This design comes from an exercise in tuning for small area, a short achievable clock period and few clock cycles per item on the open sky130 flow, not from production work.
The RTL was checked by simulation tests, not by an equivalence proof against the original design.

## murmur_multi
module murmur_multi#(
    parameter NUM_HASHER = 4
)(
    input logic clk,
    input logic resetn,
    output logic [NUM_HASHER-1:0] in_ready,
    input logic [NUM_HASHER-1:0] [63:0] in_data,
    input logic [NUM_HASHER-1:0] in_valid,
    input logic [NUM_HASHER-1:0] in_last_processed,
    input logic [NUM_HASHER-1:0] [63:0] in_serialnum,
    input logic [NUM_HASHER-1:0] out_ready,
    output logic [NUM_HASHER-1:0] [63:0] out_tuple,
    output logic [NUM_HASHER-1:0] [31:0] out_tag,
    output logic [NUM_HASHER-1:0] out_valid,
    output logic [NUM_HASHER-1:0] out_last_processed,
    output logic [NUM_HASHER-1:0] [63:0] out_serialnum
    );
Size: roughly 650 flip-flops, about 1200 I/O pins, about 61000 sq um of cells after synthesis.
export LEC_CHECK = 0
export CAP_MARGIN = 20
export CORE_MARGIN = 2
export CORE_UTILIZATION = 55
export SETUP_SLACK_MARGIN = 0.8
export SLEW_MARGIN = 20
export SYNTH_HIERARCHICAL = 1
export SYNTH_MINIMUM_KEEP_SIZE = 0
create_clock -name core_clock -period 8.0 [get_ports {clk}]
standard.sh (not shown) runs the stock make flow with config.mk's settings and CLKGATE_MAP_FILE= SYNTH_SCRIPT=/design/flow/synth_recipe.tcl, a recipe that flattens the netlist after the stock synthesis.
==> flow/flow/run.sh <==
#!/bin/bash
# The standard layout, with plain buf_1 cells as the port buffers (buffer_ports
# otherwise picks clkdlybuf4s50_1 delay cells). Every port is still buffered.
set -euo pipefail
export BUFFER_PORTS_ARGS="-buffer_cell sky130_fd_sc_hd__buf_1"
bash standard.sh > standard.log 2>&1
The baseline produced a clean layout.
Testbench counts at the start, summed over its fixed seeds: cycles 12,008, items 48,000.
Rerun with:
==> flow/run.sh (new file) <==
#!/bin/bash
# synth_recipe.tcl (not shown) runs the flow's synth.tcl, then flattens the netlist and writes it again
# the make line also repeats each setting of config.mk as NAME=value (left out here)
make -C /OpenROAD-flow-scripts/flow DESIGN_CONFIG=/design/flow/config.mk WORK_HOME=/design/flow/orfs CLKGATE_MAP_FILE= SYNTH_SCRIPT=/design/flow/synth_recipe.tcl finish
CORE_UTILIZATION = 40   (was 55)
SETUP_SLACK_MARGIN = not set   (was 0.8)
removed: flow/flow/run.sh
removed: flow/standard.sh
=> The changed run ran to the end with no violations; design area goes up by 8.2%; area after synthesis stays the same; wire length shrinks by 3.7%; sequential share of layout area came out lower by 2.0 points; global-route usage drops by 12 points; worst setup slack loses 0.62 ns.

========
murmur_multi, a different RTL version from the one above (not shown whole).
For scale: roughly 3700 cells after synthesis, ~1200 I/O pins, about 59000 um^2 of cells after synthesis.
## murmur_multi
module murmur_multi#(
    parameter NUM_HASHER = 4
)(
    input logic clk,
    input logic resetn,
    output logic [NUM_HASHER-1:0] in_ready,
    input logic [NUM_HASHER-1:0] [63:0] in_data,
    input logic [NUM_HASHER-1:0] in_valid,
    input logic [NUM_HASHER-1:0] in_last_processed,
    input logic [NUM_HASHER-1:0] [63:0] in_serialnum,
    input logic [NUM_HASHER-1:0] out_ready,
    output logic [NUM_HASHER-1:0] [63:0] out_tuple,
    output logic [NUM_HASHER-1:0] [31:0] out_tag,
    output logic [NUM_HASHER-1:0] out_valid,
    output logic [NUM_HASHER-1:0] out_last_processed,
    output logic [NUM_HASHER-1:0] [63:0] out_serialnum
    );
for (genvar i = 0; i < NUM_HASHER; i = i + 1) begin : lane
    logic [95:0] out_data;
    murmur murmur_inst (
            .clk(clk),
            .resetn(resetn),
            .in_ready(in_ready[i]),
            .in_data(in_data[i]),
            .in_valid(in_valid[i]),
            .in_last_processed(in_last_processed[i]),
            .in_serialnum(in_serialnum[i]),
            .out_ready(out_ready[i]),
            .out_valid(out_valid[i]),
            .out_data(out_data),
            .out_last_processed(out_last_processed[i]),
            .out_serialnum(out_serialnum[i])
        );
    assign out_tuple[i] = out_data[63:0];
    assign out_tag[i] = out_data[95:64];
end
endmodule
clock: 8.0 ns
lec_check: 0
cap_margin: 20
core_margin: 2
core_utilization: 55
setup_slack_margin: 1.2
slew_margin: 20
synth_hierarchical: 1
synth_minimum_keep_size: 0
tns_end_percent: 10
==> flow/flow/run.sh <==
#!/bin/bash
# The standard layout, with plain buf_1 cells as the port buffers (buffer_ports
# otherwise picks clkdlybuf4s50_1 delay cells). Every port is still buffered.
set -euo pipefail
export BUFFER_PORTS_ARGS="-buffer_cell sky130_fd_sc_hd__buf_1"
bash standard.sh > standard.log 2>&1
Testbench counts at the start, summed over its fixed seeds: cycles 12,008, items 48,000.
==> next run, changes <==
SETUP_SLACK_MARGIN = 0.9   (was 1.2)
The changed run finished with timing, DRC and antenna clean; fmax hardly moves; first-iteration DRC count climbs by about 2.4%; final area came out lower by about 0.6%; die area is unchanged; critical path depth stays the same; core utilization decreases by 0.43 points; cell count shrinks by 0.47%.
==> next run, changes <==
PLACE_DENSITY = 0.5   (was default)
Via count stays flat.
Cell area is lower by about 0.34%.
Flip-flop and latch count is unchanged.
Wire length drops by 2.5%.
Utilization goes down by 0.23 points.
Setup slack degrades by 0.14 ns.
Register-to-register slack hardly moves.
Clock skew does not change.
Count of clock-buffer cells in the layout rose by 4.

========
wip/maple:
murmur_multi, a different RTL version from the one above (not shown whole).
For scale: ~650 flip-flops, roughly 0.060 mm² of cells after synthesis.
==> flow/config.mk <==
export PLATFORM = sky130hd
export DESIGN_NAME = murmur_multi
export DESIGN_NICKNAME = murmur_multi
export VERILOG_FILES = /design/flow/design.v
export SDC_FILE = /design/flow/constraint.sdc
export NUM_CORES = 4
export LEC_CHECK = 0
export CAP_MARGIN = 20
export CORE_MARGIN = 2
export CORE_UTILIZATION = 65
export CTS_BUF_LIST = sky130_fd_sc_hd__clkbuf_8
export CTS_CLUSTER_SIZE = 30
export SETUP_SLACK_MARGIN = 0.8
export SLEW_MARGIN = 20
export SYNTH_HIERARCHICAL = 1
export SYNTH_MINIMUM_KEEP_SIZE = 0
==> flow/constraint.sdc <==
create_clock -name core_clock -period 8.0 [get_ports {clk}]
set_input_delay 1.6000 -clock core_clock [delete_from_list [all_inputs] [get_ports {clk}]]
set_output_delay 1.6000 -clock core_clock [all_outputs]
set_load 0.01 [all_outputs]
Scripts as last shown in full above: flow/flow/run.sh
wip/maple: aborted in 3_2_place_iop (tool error)
Testbench counts of wip/maple, summed over its fixed seeds: cycles 12,008, items 48,000.
For wip/yarrow, these inputs were changed with respect to wip/maple:
Settings: a deleted CTS_BUF_LIST that had been sky130_fd_sc_hd__clkbuf_8; a change of CORE_UTILIZATION from 65 to 55; an added TNS_END_PERCENT of 10; a deleted CTS_CLUSTER_SIZE that had been 30; a change of SETUP_SLACK_MARGIN from 0.8 to 0.6.
Results
wip/yarrow completed end to end with timing, DRC and antenna clean.
Count of standard-cell rows in wip/yarrow vs wip/maple: up 9.0%
[compare] base=wip/maple new=wip/yarrow: synthesized area divided by synthesized cell count held; die height shows an increase of about 9%.
Between wip/maple and wip/yarrow, the fraction of the mapped netlist area in compound gates figures differ only marginally.
wip/yarrow: die boundary width is 8.6% higher than what wip/maple reported.
Changes in wip/juniper relative to wip/yarrow:
Settings: removing TNS_END_PERCENT (formerly 10); changing CORE_UTILIZATION from 55 to 58.
Findings:
As far as fraction of synthesized cell area in xor and xnor cells goes, wip/juniper and wip/yarrow are indistinguishable; the numbers are identical.
The number of synthesized flops with an enable pin on wip/juniper is in line with that on wip/yarrow.
The number of unique standard cell types used by synthesis on wip/juniper is in line with that on wip/yarrow.
wip/juniper | ERROR | 3_2_place_iop
Re async set-reset flop share out of synthesis: no difference whatsoever between wip/yarrow and wip/juniper.
Share of cell area taken by muxes after synthesis: wip/yarrow vs wip/juniper identical
On gate count after technology mapping, wip/yarrow and wip/juniper are neck and neck.
In the metrics for wip/yarrow and wip/juniper, the one carrying the lower initial core utilization is wip/yarrow.
Comparing die span in y for wip/yarrow and wip/juniper, the bigger number came from wip/yarrow.
Compare wip/yarrow and wip/juniper | x dimension of the die higher: wip/yarrow
wip/juniper vs. wip/yarrow: netlist area before placement closely matched the old numbers, site row count decreased by 3.3% relative to the old numbers.
Changes in wip/violet relative to wip/juniper:
Settings: a change of CORE_UTILIZATION from 58 to 55; an added TNS_END_PERCENT of 10; a change of SETUP_SLACK_MARGIN from 0.6 to 0.9.
Results
- wip/violet ended with every stage complete and zero timing, DRC or antenna violations.
- The x dimension of the die reported for wip/violet is greater than that of wip/juniper by about 2.7%.
- Across both runs, vertical extent of the die was higher for wip/violet than for wip/juniper.
- Comparing wip/violet against wip/juniper, there is no change at all in cell count after synthesis.
- Taking wip/juniper as the reference, in wip/violet post-synthesis share of cell area spent on full adders, half adders and majority gates neither gained nor lost much; number of rows in the core area grew by about 3.4%; count of flip-flops with a built-in enable after synthesis barely changed; effective utilization at floorplan went down; post-synth design cell area has remained practically unchanged.
Setup changes, wip/violet to wip/lagoon
Settings: TNS_END_PERCENT no longer set, was 10; SETUP_SLACK_MARGIN now 0.8, was 0.9.
[summary]
wip/lagoon: full flow OK, the timing, design-rule and antenna checks passed. [compare] base=wip/violet new=wip/lagoon: largest incremental delay on the critical path went up 70 ps, final core area utilization went up 0.49 points, number of global-route vias before repair held. wip/lagoon: worst-margin pin slew 17 ps below wip/violet. wip/lagoon ended up with a lower number of antenna violations at the first check in global routing than wip/violet did. Between wip/violet and wip/lagoon, the post-layout instance count excluding filler cells does not differ in any meaningful way. Worst hold slack: wip/lagoon lower than wip/violet. Going from wip/violet to wip/lagoon, post-detailed-routing wire length went up about 0.3%, first-iteration DRC count went up 152.

========
## the reference run
murmur_multi with an RTL version that a note above also has.
Size: roughly 4,100 cells after synthesis, about 650 flip-flops, about 1,200 I/O pins.
// murmur_multi
module murmur_multi#(
    parameter NUM_HASHER = 4
)(
    input logic clk,
    input logic resetn,
    output logic [NUM_HASHER-1:0] in_ready,
    input logic [NUM_HASHER-1:0] [63:0] in_data,
    input logic [NUM_HASHER-1:0] in_valid,
    input logic [NUM_HASHER-1:0] in_last_processed,
    input logic [NUM_HASHER-1:0] [63:0] in_serialnum,
    input logic [NUM_HASHER-1:0] out_ready,
    output logic [NUM_HASHER-1:0] [63:0] out_tuple,
    output logic [NUM_HASHER-1:0] [31:0] out_tag,
    output logic [NUM_HASHER-1:0] out_valid,
    output logic [NUM_HASHER-1:0] out_last_processed,
    output logic [NUM_HASHER-1:0] [63:0] out_serialnum
    );
for (genvar i = 0; i < NUM_HASHER; i = i + 1) begin : lane
    logic [95:0] out_data;
    murmur murmur_inst (
            .clk(clk),
            .resetn(resetn),
            .in_ready(in_ready[i]),
            .in_data(in_data[i]),
            .in_valid(in_valid[i]),
            .in_last_processed(in_last_processed[i]),
            .in_serialnum(in_serialnum[i]),
            .out_ready(out_ready[i]),
            .out_valid(out_valid[i]),
            .out_data(out_data),
            .out_last_processed(out_last_processed[i]),
            .out_serialnum(out_serialnum[i])
        );
  ...
clock: 8.0 ns
lec_check: 0
cap_margin: 20
core_margin: 2
core_utilization: 40
slew_margin: 20
synth_hierarchical: 1
synth_minimum_keep_size: 0
Scripts as last shown in full above: flow/flow/run.sh
The reference run: flow completed, timing, DRC and antenna clean
Testbench counts of the reference run, summed over its fixed seeds: cycles 12,008, items 48,000.
Here is what was changed in the inputs of the trial run compared with the reference run.
- an added SETUP_SLACK_MARGIN of 1.6
- a change of CORE_UTILIZATION from 40 to 55
==> run summary <==
met1 usage was lower in the run labelled the reference run.
The trial run falls short of the reference run in detailed placement HPWL.
The trial run ended up with a higher first-pass iteration count of the detailed router than the reference run did.
Filler-free cell count of the finished design in the trial run is about 2.6% lower than in the reference run
Taking the reference run as the reference, in the trial run number of gates resized after CTS climbed 522, number of tap cells inserted dropped 542, total wire length after detailed routing climbed 28 mm.
Worst setup slack for the trial run: 0.64 ns up relative to the reference run

========
murmur_multi with an RTL version that a note above also has.
Size in the first run: ~650 flip-flops, about 0.059 mm^2 of cells after synthesis.
clock: 8.0 ns
lec_check: 0
cap_margin: 20
core_margin: 2
core_utilization: 55
setup_slack_margin: 0.6
slew_margin: 20
synth_hierarchical: 1
synth_minimum_keep_size: 0
tns_end_percent: 10
Scripts as last shown in full above: flow/flow/run.sh
Testbench counts at the start, summed over its fixed seeds: cycles 12,008, items 48,000.
Edit:
--- a/flow/config.mk
+++ b/flow/config.mk
@@ -9,4 +9,4 @@
 export CORE_MARGIN = 2
-export CORE_UTILIZATION = 55
-export SETUP_SLACK_MARGIN = 0.6
+export CORE_UTILIZATION = 50
+export SETUP_SLACK_MARGIN = 0.9
 export SLEW_MARGIN = 20
What happened: The changed run went through all stages and came out clean; non-clock buffer count goes up by 85; cell area rises by 2.3%; via count fell by about 3.7%; register-to-register slack is better by 0.07 ns; wire length fell by 14%; worst hold slack degrades by 0.032 ns; clock-buffer cell count climbs by 6; critical path depth rose by 3.
Edit:
--- a/flow/config.mk
+++ b/flow/config.mk
@@ -9,4 +9,4 @@
 export CORE_MARGIN = 2
-export CORE_UTILIZATION = 50
-export SETUP_SLACK_MARGIN = 0.9
+export CORE_UTILIZATION = 55
+export SETUP_SLACK_MARGIN = 1.05
 export SLEW_MARGIN = 20
Setup slack got worse by 0.0095 ns.
Final area is about the same.
Die area goes down by a little under a tenth.
Fmax hardly moves.
Global-route usage rises by 11 points.
Cell count is lower by a few percent.

========
## 10-17
RTL: one of the versions met above, not the one the previous note started from.
Size: ~3900 cells after synthesis, roughly 650 flip-flops, roughly 60000 um2 of cells after synthesis.
clock: 8.0 ns
lec_check: 0
cap_margin: 20
core_margin: 2
core_utilization: 55
cts_buf_list: sky130_fd_sc_hd__clkbuf_8
cts_cluster_size: 30
setup_slack_margin: 0.8
slew_margin: 20
synth_hierarchical: 1
synth_minimum_keep_size: 0
Scripts as last shown in full above: flow/flow/run.sh
Testbench counts of 10-17, summed over its fixed seeds: cycles 12,008, items 48,000.
Modified inputs, 08-09 compared to 10-17
diff --git a/flow/config.mk b/flow/config.mk
--- a/flow/config.mk
+++ b/flow/config.mk
@@ -11,3 +11 @@
-export CTS_BUF_LIST = sky130_fd_sc_hd__clkbuf_8
-export CTS_CLUSTER_SIZE = 30
-export SETUP_SLACK_MARGIN = 0.8
+export SETUP_SLACK_MARGIN = 0.6
==> run summary <==
In 08-09, the met2 track utilization from global routing came out 1.2 points below the value in 10-17. In the reports for 08-09 and 10-17, the smaller share of final layout cell area taken by clock buffers and inverters belongs to 10-17. Lower number of fill cells in the layout goes to 10-17 over 08-09. Comparing 10-17 against 08-09, there is no change at all in final setup TNS. Against 10-17, 08-09 comes in 1 higher on logic depth of the worst path, buffers included. Re final cycle utilization of the critical path: 08-09 and 10-17 aren't equal, and the lower value belongs to 10-17. Diff 10-17 -> 08-09: final cell area excluding filler cells went down by about 2.7%, multi-input logic area went down by about 2.8%.

==> static timing again, ports no longer ideal <==
In the flow no input, the clock included, has a driving cell. The finished layouts below were timed again as built, in two steps.
Step 1 (the two cells are an assumption about what drives the block):
set clk [get_ports {clk}]
set_driving_cell -lib_cell sky130_fd_sc_hd__clkbuf_16 $clk
set_driving_cell -lib_cell sky130_fd_sc_hd__buf_2 [delete_from_list [all_inputs] $clk]
Step 2 also shifts input and output timing later by t, the mid clock arrival at the registers, as if the neighbouring blocks saw the same clock.
Three values: no drivers, after step 1, after step 2; two values: the first two.
run | t (ns) | slack for setup (ns) | worst setup path at the end | worst slew at a driven data input, ns
the first run of note 1 | 0.736 | 0.789 / 0.719 / 0.539 | input to register | 0.17
the second run of note 1 | 0.772 | 0.165 / 0.071 / 0.313 | input to register | 0.17
the first run of note 2 | 0.748 | 0.907 / 0.825 / 0.676 | input to register | 0.23
the second run of note 2 | 0.746 | 0.901 / 0.817 / 0.680 | input to register | 0.23
the third run of note 2 | 0.752 | 0.758 / 0.674 / 0.577 | input to register | 0.29
wip/yarrow | 0.736 | 0.538 / 0.452 / 0.690 | input to register | 0.28
wip/violet | 0.740 | 0.717 / 0.630 / 0.667 | input to register | 0.31
wip/lagoon | 0.734 | 0.642 / 0.557 / 0.671 | input to register | 0.30
the reference run | 0.780 | 0.221 / 0.134 / 0.603 | input to register | 0.16
the trial run | 0.736 | 0.864 / 0.797 / 1.040 | input to register | 0.19
the first run of note 5 | 0.749 | 0.602 / 0.517 / 0.645 | input to register | 0.24
the second run of note 5 | 0.760 | 0.915 / 0.830 / 0.568 | input to register | 0.33
the third run of note 5 | 0.746 | 0.905 / 0.819 / 0.646 | input to register | 0.24
10-17 | 0.875 | 0.658 / 0.574 / 0.664 | input to register | 0.29
08-09 | 0.730 | 0.622 / 0.535 / 0.704 | input to register | 0.28
After both steps setup and hold are still met in every run listed. The setup slack of the second run of note 5, which loses most, moves by -0.085 ns with the drivers and by -0.347 ns with both steps.
